What follows belongs to an exercise in optimizing a design on an open flow for small area; a production flow would make more cautious choices.
Where RTL was checked, it was by simulation tests only, not by an equivalence proof against the original.
Power and IR drop assume default switching activity.

== v6 ==
==> flow/design.v (excerpt) <==
module top_level (
    clk, rst, seed,
    action, state, next_state, step_o, phase, episode_o, q_cur, q_next
);
clock: 20.0 ns
lec_check: 0
cap_margin: 20
core_margin: 2
core_utilization: 70
cts_buf_list: sky130_fd_sc_hd__clkbuf_8
cts_cluster_diameter: 80
cts_cluster_size: 15
place_density: 0.8
slew_margin: 20
synth_hierarchical: 1
synth_minimum_keep_size: 0
standard.sh (not shown) runs the stock make flow with config.mk's settings and CLKGATE_MAP_FILE= SYNTH_SCRIPT=/design/flow/synth_recipe.tcl, a recipe that flattens the netlist after the stock synthesis.
==> flow/flow/run.sh <==
#!/bin/bash
set -euo pipefail
export BUFFER_PORTS_ARGS="-buffer_cell sky130_fd_sc_hd__buf_1"
export CTS_ARGS="-sink_clustering_enable -repair_clock_nets -dont_use_dummy_load -buf_list sky130_fd_sc_hd__clkbuf_8 -sink_clustering_size 15 -sink_clustering_max_diameter 80"
bash standard.sh > standard.log 2>&1
The inputs of v35 differ from those of v6 as listed below.
diff --git a/flow/design.v b/flow/design.v
--- a/flow/design.v
+++ b/flow/design.v
@@ -3360,14 +3360,14 @@
     reg [11:0] lf;
     always @(posedge clk) begin
         if (rst) lf <= seed;
         else lf <= lfsr_sh(lf);
     end
     reg [11:0] qc0, qc1, qc2, qc3, qn0, qn1, qn2, qn3;
-    reg signed [11:0] mxr, qt;
     reg [1:0] ixr, qact;
+    wire signed [11:0] qt = (qact == 2'd0) ? qc0 : (qact == 2'd1) ? qc1 : (qact == 2'd2) ? qc2 : qc3;
     wire [1:0] act = (ep < lf) ? qact : lf[1:0];
     reg [1:0] gi, gj;
     wire [3:0] ijn = gmove(gi, gj, act, step);
     assign st1 = ij2st(ijn);
     wire [3:0] st = ij2st({gi, gj});
     always @(posedge clk) begin
@@ -3376,13 +3376,13 @@
             gj <= 2'd1;
         end else if (ctrl == 4'd1) begin
             gi <= ijn[3:2];
             gj <= ijn[1:0];
         end
     end
-    reg [11:0] pq0, pq1;
+    wire [11:0] pq0, pq1;
     wire [11:0] aA, aB;
     wire signed [11:0] sn0 = pq0, sn1 = pq1, sn2 = aA, sn3 = aB;
     wire nge01 = (sn0 >= sn1), nge23 = (sn2 >= sn3);
     wire signed [11:0] nm1 = nge01 ? sn0 : sn1;
     wire signed [11:0] nm2 = nge23 ? sn2 : sn3;
     wire ngew = (nm1 >= nm2);
@@ -3422,20 +3422,15 @@
     always @(posedge clk) begin
         if (ctrl == 4'd6) begin
             st_old <= st;
             st_new <= stnew;
         end
     end
-    reg run;
-    always @(posedge clk) begin
-        if (rst) run <= 1'b0;
-        else if (ctrl == 4'd6) run <= 1'b1;
-    end
     wire s1 = (ctrl == 4'd6) || (ctrl == 4'd7) || (ctrl == 4'd8) || (ctrl == 4'd9) || (ctrl == 4'd1);
-    wire s2 = run && ((ctrl == 4'd7) || (ctrl == 4'd8) || (ctrl == 4'd9) || (ctrl == 4'd1) || (ctrl == 4'd2));
-    wire s3 = run && ((ctrl == 4'd8) || (ctrl == 4'd9) || (ctrl == 4'd1) || (ctrl == 4'd2) || (ctrl == 4'd3));
+    wire s2 = (ctrl == 4'd7) || (ctrl == 4'd8) || (ctrl == 4'd9) || (ctrl == 4'd1) || (ctrl == 4'd2);
+    wire s3 = (ctrl == 4'd8) || (ctrl == 4'd9) || (ctrl == 4'd1) || (ctrl == 4'd2) || (ctrl == 4'd3);
     reg [2:0] ph;
     always @(posedge clk) begin
         if (rst) ph <= 3'd0;
         else ph <= (ph == 3'd4) ? 3'd0 : ph + 3'd1;
     end
     function [2:0] colat;
@@ -3509,13 +3504,19 @@
     );
     always @(posedge clk) begin
         acc0 <= macc0;
         acc1 <= macc1;
         acc2 <= macc2;
         acc3 <= macc3;
+        if (ctrl == 4'd4) begin     
+            acc0[11:0] <= aA;
+            acc1[11:0] <= aB;
+        end
     end
+    assign pq0 = acc0[11:0];
+    assign pq1 = acc1[11:0];
     wire [10:0] w3n [0:3];
     assign w3n[0] = w3n0;
     assign w3n[1] = w3n1;
     assign w3n[2] = w3n2;
     assign w3n[3] = w3n3;
     wire [9*55-1:0] w2d;
@@ -3566,44 +3567,38 @@
         b2r <= b2d;
         w3r <= w3d;
         apr <= apd;
         acr <= acd;
     end
     wire qsel = (ctrl == 4'd5);
-    wire [15:0] zA = qsel ? acc2[25:10] : acc0[25:10];
-    wire [15:0] zB = qsel ? acc3[25:10] : acc1[25:10];
+    wire q0 = (step == 4'd0);
+    wire [15:0] zA = {16{~q0}} & (qsel ? acc2[25:10] : acc0[25:10]);
+    wire [15:0] zB = {16{~q0}} & (qsel ? acc3[25:10] : acc1[25:10]);
     assign aA = actf(s2 ? z2 : zA);
     assign aB = actf(zB);
     wire b3upd = (ctrl == 4'd6);
-    wire q0 = (step == 4'd0);
-    always @(posedge clk) begin     
-        pq0 <= aA;
-        pq1 <= aB;
-    end
     always @(posedge clk) begin
         if (rst) begin
             b3h0 <= 11'h7FF; b3h1 <= 11'h7FF; b3h2 <= 11'h7FF; b3h3 <= 11'h7FF;
             qn0 <= 12'd0; qn1 <= 12'd0; qn2 <= 12'd0; qn3 <= 12'd0;
             qc0 <= 12'd0; qc1 <= 12'd0; qc2 <= 12'd0; qc3 <= 12'd0;
             qact <= 2'd0;
         end else begin
             b3h0 <= b3h0 - {10'd0, dl0[4] & b3upd};
             b3h1 <= b3h1 - {10'd0, dl1[4] & b3upd};
             b3h2 <= b3h2 - {10'd0, dl2[4] & b3upd};
             b3h3 <= b3h3 - {10'd0, dl3[4] & b3upd};
-            if (ctrl == 4'd5) begin    
-                qn0 <= q0 ? 12'd512 : pq0;
-                qn1 <= q0 ? 12'd512 : pq1;
-                qn2 <= q0 ? 12'd512 : aA;
-                qn3 <= q0 ? 12'd512 : aB;
-                mxr <= q0 ? 12'sd512 : qmx;
-                ixr <= q0 ? 2'd0 : qmi;
+            if (ctrl == 4'd5) begin
+                qn0 <= pq0;
+                qn1 <= pq1;
+                qn2 <= aA;
+                qn3 <= aB;
+                ixr <= qmi;
             end
             if ((ctrl == 4'd1) && (step != 4'd0)) begin
                 qc0 <= qn0; qc1 <= qn1; qc2 <= qn2; qc3 <= qn3;
-                qt <= mxr;
                 qact <= ixr;
             end
         end
     end
     assign action = act;
     assign state = st;
Notes after the runs:
v35: combinational share of power is 9.6 points lower than what v6 reported. A launch point of the critical path of st_old[0] is what v35 shows, while st_old[3] belongs to v6. Lower total via count in the routed design was reported by v6, not v35. Going from v6 to v35, worst endpoint required time moved down, worst path setup slack after routing moved up, filler cell count in the final layout moved up. For layout overhead on the synthesized area, v6 and v35 come out practically identical. v6 -> v35: post-synthesis average cell area decreased slightly. The non-clock buffer count number comes out lower for v6 vs v35. NOTE total power v6->v35 decreased by more than a quarter. v35 reports a higher power share of the clock group than v6 does. In the reports for v6 and v35, the smaller global-route usage belongs to v6. On final estimated routing congestion in global placement: v35 sits above v6.
The RTL of v35 was laid out without a check of its function.

* * *

top_level, a different RTL version from the one above (not shown whole).
Size in the first run: roughly 0.083 mm2 of cells after synthesis.
Design top_level, start of the top module:
module top_level (
    clk, rst, seed,
    action, state, next_state, step_o, phase, episode_o, q_cur, q_next
);
Settings: LEC_CHECK=0, CAP_MARGIN=20, CORE_MARGIN=2, CORE_UTILIZATION=70, CTS_BUF_LIST=sky130_fd_sc_hd__clkbuf_8, CTS_CLUSTER_DIAMETER=80, CTS_CLUSTER_SIZE=15, PLACE_DENSITY=0.8, SLEW_MARGIN=20, SYNTH_HIERARCHICAL=1, SYNTH_MINIMUM_KEEP_SIZE=0; clock period 20.0 ns.
Scripts as last shown in full above: flow/flow/run.sh
The baseline ran to the end with no violations.
Rerun with:
--- a/flow/design.v
+++ b/flow/design.v
@@ -3371,23 +3371,23 @@
     assign st1 = ij2st(ijn);
     wire [3:0] st = ij2st({gi, gj});
     always @(posedge clk) begin
         if (rst) begin
             gi <= 2'd1;
             gj <= 2'd1;
         end else if (ctrl == 4'd1) begin
             gi <= ijn[3:2];
             gj <= ijn[1:0];
         end
     end
-    wire [11:0] pq0, pq1;
+    reg [11:0] pq0, pq1;
     wire [11:0] aA, aB;
     wire signed [11:0] sn0 = pq0, sn1 = pq1, sn2 = aA, sn3 = aB;
     wire nge01 = (sn0 >= sn1), nge23 = (sn2 >= sn3);
     wire signed [11:0] nm1 = nge01 ? sn0 : sn1;
     wire signed [11:0] nm2 = nge23 ? sn2 : sn3;
     wire ngew = (nm1 >= nm2);
     wire signed [11:0] qmx = ngew ? nm1 : nm2;
     wire [1:0] qmi = ngew ? {1'b0, ~nge01} : {1'b1, ~nge23};
     reg signed [4:0] dl0, dl1, dl2, dl3;
     wire [11:0] lf7 = lfsr_sh(lfsr_sh(lf));
     wire [1:0] act7 = (ep < lf7) ? qact : lf7[1:0];
@@ -3504,29 +3504,23 @@
     mac_arith u_mac (
         .acc0(acc0), .acc1(acc1), .acc2(acc2), .acc3(acc3), .clr(clr),
         .b3h0(b3h0), .b3h1(b3h1), .b3h2(b3h2), .b3h3(b3h3),
         .w3t0(w3t0), .w3t1(w3t1), .w3t2(w3t2), .w3t3(w3t3), .acur3(acr[43:33] & {11{s3}}),
         .macc0(macc0), .macc1(macc1), .macc2(macc2), .macc3(macc3)
     );
     always @(posedge clk) begin
         acc0 <= macc0;
         acc1 <= macc1;
         acc2 <= macc2;
         acc3 <= macc3;
-        if (ctrl == 4'd4) begin     
-            acc0[11:0] <= aA;
-            acc1[11:0] <= aB;
-        end
     end
-    assign pq0 = acc0[11:0];
-    assign pq1 = acc1[11:0];
     wire [10:0] w3n [0:3];
     assign w3n[0] = w3n0;
     assign w3n[1] = w3n1;
     assign w3n[2] = w3n2;
     assign w3n[3] = w3n3;
     wire [9*55-1:0] w2d;
     wire [54:0] b2d, apd, acd;
     wire [4*55-1:0] w3d;
     genvar gr, gp;
     generate
         for (gr = 0; gr < 9; gr = gr + 1) begin : g_w2
@@ -3573,22 +3567,26 @@
         w3r <= w3d;
         apr <= apd;
         acr <= acd;
     end
     wire qsel = (ctrl == 4'd5);
     wire [15:0] zA = qsel ? acc2[25:10] : acc0[25:10];
     wire [15:0] zB = qsel ? acc3[25:10] : acc1[25:10];
     assign aA = actf(s2 ? z2 : zA);
     assign aB = actf(zB);
     wire b3upd = (ctrl == 4'd6);
     wire q0 = (step == 4'd0);
+    always @(posedge clk) begin     
+        pq0 <= aA;
+        pq1 <= aB;
+    end
     always @(posedge clk) begin
         if (rst) begin
             b3h0 <= 11'h7FF; b3h1 <= 11'h7FF; b3h2 <= 11'h7FF; b3h3 <= 11'h7FF;
             qn0 <= 12'd0; qn1 <= 12'd0; qn2 <= 12'd0; qn3 <= 12'd0;
             qc0 <= 12'd0; qc1 <= 12'd0; qc2 <= 12'd0; qc3 <= 12'd0;
             qact <= 2'd0;
         end else begin
             b3h0 <= b3h0 - {10'd0, dl0[4] & b3upd};
             b3h1 <= b3h1 - {10'd0, dl1[4] & b3upd};
             b3h2 <= b3h2 - {10'd0, dl2[4] & b3upd};
             b3h3 <= b3h3 - {10'd0, dl3[4] & b3upd};
- The new run produced a clean layout
- setup slack improved by 0.11 ns
- synthesized area went up by 0.64%
- cell area rose by 0.64%
- power goes up by 1.2%
- combinational power went up by about 2%
- maximum frequency rose by 0.60%
- wire length falls by 2.0%
- sequential power is about the same
- global-route usage goes down by 0.77 points
- worst hold slack is worse by 0.013 ns
- utilization is higher by 0.27 points
- die area increases by about 0.6%
- non-clock buffer count shrinks by 5

* * *

## main
Another version of the RTL of top_level (not shown whole).
For scale: roughly 8000 cells after synthesis, about 1200 flip-flops, roughly 170 I/O pins, ~82000 µm² of cells after synthesis.
// top_level
module top_level (
    clk, rst, seed,
    action, state, next_state, step_o, phase, episode_o, q_cur, q_next
);
clock: 20.0 ns
lec_check: 0
cap_margin: 20
core_margin: 2
core_utilization: 70
cts_buf_list: sky130_fd_sc_hd__clkbuf_8
cts_cluster_diameter: 80
cts_cluster_size: 15
place_density: 0.8
slew_margin: 20
synth_hierarchical: 1
synth_minimum_keep_size: 0
Scripts as last shown in full above: flow/flow/run.sh
main: full flow OK, the timing, design-rule and antenna checks passed
Modified inputs, the feature branch compared to main
--- a/flow/design.v
+++ b/flow/design.v
@@ -1620,12 +1620,15 @@
     assign co = (a & b) | (a & c) | (b & c);
 endmodule
 module ha_cell (input a, input b, output s, output co);
     assign s = a ^ b;
     assign co = a & b;
 endmodule
+module maj_cell (input a, input b, input c, output y);
+    assign y = (a & b) | (a & c) | (b & c);
+endmodule
 module bwd_arith (
     input [15:0] w3s0, w3s1, w3s2, w3s3,
     input [4:0] dl0, dl1, dl2, dl3,
     input [10:0] aprev,
     input [10:0] w3h0, w3h1, w3h2, w3h3,
     output [7:0] delta2,
@@ -3382,13 +3385,16 @@
         if (rst) lf <= seed;
         else lf <= lfsr_sh(lf);
     end
     reg [11:0] qc0, qc1, qc2, qc3, qn0, qn1, qn2, qn3;
     reg [1:0] ixr, qact;
     wire signed [11:0] qt = (qact == 2'd0) ? qc0 : (qact == 2'd1) ? qc1 : (qact == 2'd2) ? qc2 : qc3;
-    wire [1:0] act = (ep < lf) ? qact : lf[1:0];
+    wire [11:0] epn = ~ep;
+    wire c_act;
+    lt12 u_lt_act (.an(epn), .b(lf), .lt(c_act));
+    wire [1:0] act = c_act ? qact : lf[1:0];
     reg [1:0] gi, gj;
     wire [3:0] ijn = gmove(gi, gj, act, step);
     assign st1 = ij2st(ijn);
     wire [3:0] st = ij2st({gi, gj});
     always @(posedge clk) begin
         if (rst) begin
@@ -3399,21 +3405,27 @@
             gj <= ijn[1:0];
         end
     end
     wire [11:0] pq0, pq1;
     wire [11:0] aA, aB;
     wire signed [11:0] sn0 = pq0, sn1 = pq1, sn2 = aA, sn3 = aB;
-    wire nge01 = (sn0 >= sn1), nge23 = (sn2 >= sn3);
+    wire nlt01, nlt23, nltw;
+    lt12 u_lt01 (.an({sn0[11], ~sn0[10:0]}), .b({~sn1[11], sn1[10:0]}), .lt(nlt01));
+    lt12 u_lt23 (.an({sn2[11], ~sn2[10:0]}), .b({~sn3[11], sn3[10:0]}), .lt(nlt23));
+    wire nge01 = ~nlt01, nge23 = ~nlt23;
     wire signed [11:0] nm1 = nge01 ? sn0 : sn1;
     wire signed [11:0] nm2 = nge23 ? sn2 : sn3;
-    wire ngew = (nm1 >= nm2);
+    lt12 u_ltw (.an({nm1[11], ~nm1[10:0]}), .b({~nm2[11], nm2[10:0]}), .lt(nltw));
+    wire ngew = ~nltw;
     wire signed [11:0] qmx = ngew ? nm1 : nm2;
     wire [1:0] qmi = ngew ? {1'b0, ~nge01} : {1'b1, ~nge23};
     reg signed [4:0] dl0, dl1, dl2, dl3;
     wire [11:0] lf7 = lfsr_sh(lfsr_sh(lf));
-    wire [1:0] act7 = (ep < lf7) ? qact : lf7[1:0];
+    wire c_act7;
+    lt12 u_lt_act7 (.an(epn), .b(lf7), .lt(c_act7));
+    wire [1:0] act7 = c_act7 ? qact : lf7[1:0];
     wire [3:0] st1_7 = ij2st(gmove(gi, gj, act7, step));
     wire rneg = (st1_7 == 4'd5) || (st1_7 == 4'd7) || (st1_7 == 4'd8);
     wire rpos = (st1_7 == 4'd9);
     wire pen = (st1_7 == st) || (step == 4'd15);
     wire signed [4:0] r5 = rpos ? (pen ? 5'sd5 : 5'sd10) : ((rneg ^ pen) ? -5'sd5 : ((rneg & pen) ? -5'sd10 : 5'sd0));
     wire signed [12:0] tdx = (qmx >>> 1) + (qmx >>> 2) + (qmx >>> 3) - qt;
@@ -3429,17 +3441,21 @@
                 default: dl3 <= tdd;
             endcase
         end
     end
     wire [11:0] lf9 = lfsr_sh(lfsr_sh(lfsr_sh(lf)));
     wire [11:0] lf1 = lfsr_sh(lf9);
-    wire [1:0] act9 = (ep < lf9) ? qact : lf9[1:0];
+    wire c_act9;
+    lt12 u_lt_act9 (.an(epn), .b(lf9), .lt(c_act9));
+    wire [1:0] act9 = c_act9 ? qact : lf9[1:0];
     wire wrap9 = (step == 4'd15) || (ij2st(gmove(gi, gj, act9, step)) == 4'd9);
     wire [11:0] ep1 = wrap9 ? ep + 12'd1 : ep;
     wire [3:0] step1 = wrap9 ? 4'd1 : step + 4'd1;
-    wire [1:0] act1 = (ep1 < lf1) ? qact : lf1[1:0];
+    wire c_act1;
+    lt12 u_lt_act1 (.an(~ep1), .b(lf1), .lt(c_act1));
+    wire [1:0] act1 = c_act1 ? qact : lf1[1:0];
     wire [3:0] stnew = ij2st(gmove(gi, gj, act1, step1));
     reg [3:0] st_old, st_new;       
     always @(posedge clk) begin
         if (ctrl == 4'd6) begin
             st_old <= st;
             st_new <= stnew;
@@ -3630,6 +3646,16 @@
     assign step_o = step;
     assign phase = ctrl;
     assign episode_o = ep;
     assign q_cur = {{4{qc3[11]}}, qc3, {4{qc2[11]}}, qc2, {4{qc1[11]}}, qc1, {4{qc0[11]}}, qc0};
     assign q_next = {{4{qn3[11]}}, qn3, {4{qn2[11]}}, qn2, {4{qn1[11]}}, qn1, {4{qn0[11]}}, qn0};
 endmodule
+module lt12 (input [11:0] an, input [11:0] b, output lt);
+    wire [12:0] bw;
+    assign bw[1] = an[0] & b[0];
+    genvar i;
+    generate for (i = 1; i < 12; i = i + 1) begin : g_bw
+        maj_cell u (.a(an[i]), .b(b[i]), .c(bw[i]), .y(bw[i+1]));
+    end endgenerate
+    assign bw[0] = 1'b0;
+    assign lt = bw[12];
+endmodule
Notes after the runs:
Status | the feature branch and main | clean
In the feature branch the first-iteration DRC count turned out 513 lower than in main.
Of the two candidates, main has the worse global-route wire length before repair and the feature branch the better one.
For main, the destination of the critical timing path was dl2[4], unlike the feature branch, where it was dl1[4].
Met3 layer usage reported by global route (higher): main
Compared the feature branch vs main, and critical path depth is up in the feature branch.
Against main, the feature branch comes in 2.4 points lower on clock network fraction of design power.
Diff main -> the feature branch: synthesis-to-layout area growth shows an increase of 0.52 points; maximum frequency now smaller; global-route usage moved down; wire length lower; routed via count divided by cell count shows a reduction of 0.034.
Against main, area of the mapped netlist in the feature branch came out better.
Only the layout flow was run in the feature branch; the RTL was not checked for function there.

[afterwards: timing with drivers on the ports]
Ports are ideal in the flow. The routed layouts listed here were re-timed in OpenROAD.
Step 1 sets driving cells, clkbuf_16 on the clock port and buf_2 on the other inputs (assumed; they add their load-dependent delay and slew).
Step 2 adds t to the input delays and takes it off the output delays; t is the mean of the earliest and latest rising clock arrival at the registers after step 1. Input paths then give back, and output paths get back, about the clock's delay inside the block.
a / b / c = no drivers / after step 1 / after step 2; a / b = the first two.
| run | t (ns) | slack for setup (ns) | hold WS [ns] | worst register clock-pin slew, ns |
|---|---|---|---|---|
| v6 | 0.847 | 1.365 / 1.365 / 1.365 | 0.270 / 0.270 / 0.270 | 0.11 / 0.11 |
| v35 | 0.844 | 2.383 / 2.383 / 2.383 | 0.231 / 0.231 / 0.231 | 0.11 / 0.11 |
| the first run of note 2 | 0.873 | 1.374 / 1.374 / 1.374 | 0.268 / 0.268 / 0.268 | 0.12 / 0.12 |
| the second run of note 2 | 0.868 | 1.485 / 1.485 / 1.485 | 0.254 / 0.254 / 0.254 | 0.10 / 0.10 |
| main | 0.851 | 1.454 / 1.454 / 1.454 | 0.290 / 0.290 / 0.290 | 0.12 / 0.12 |
| the feature branch | 0.850 | 0.786 / 0.786 / 0.786 | 0.268 / 0.268 / 0.268 | 0.12 / 0.12 |
After both steps setup and hold are still met in every run listed.
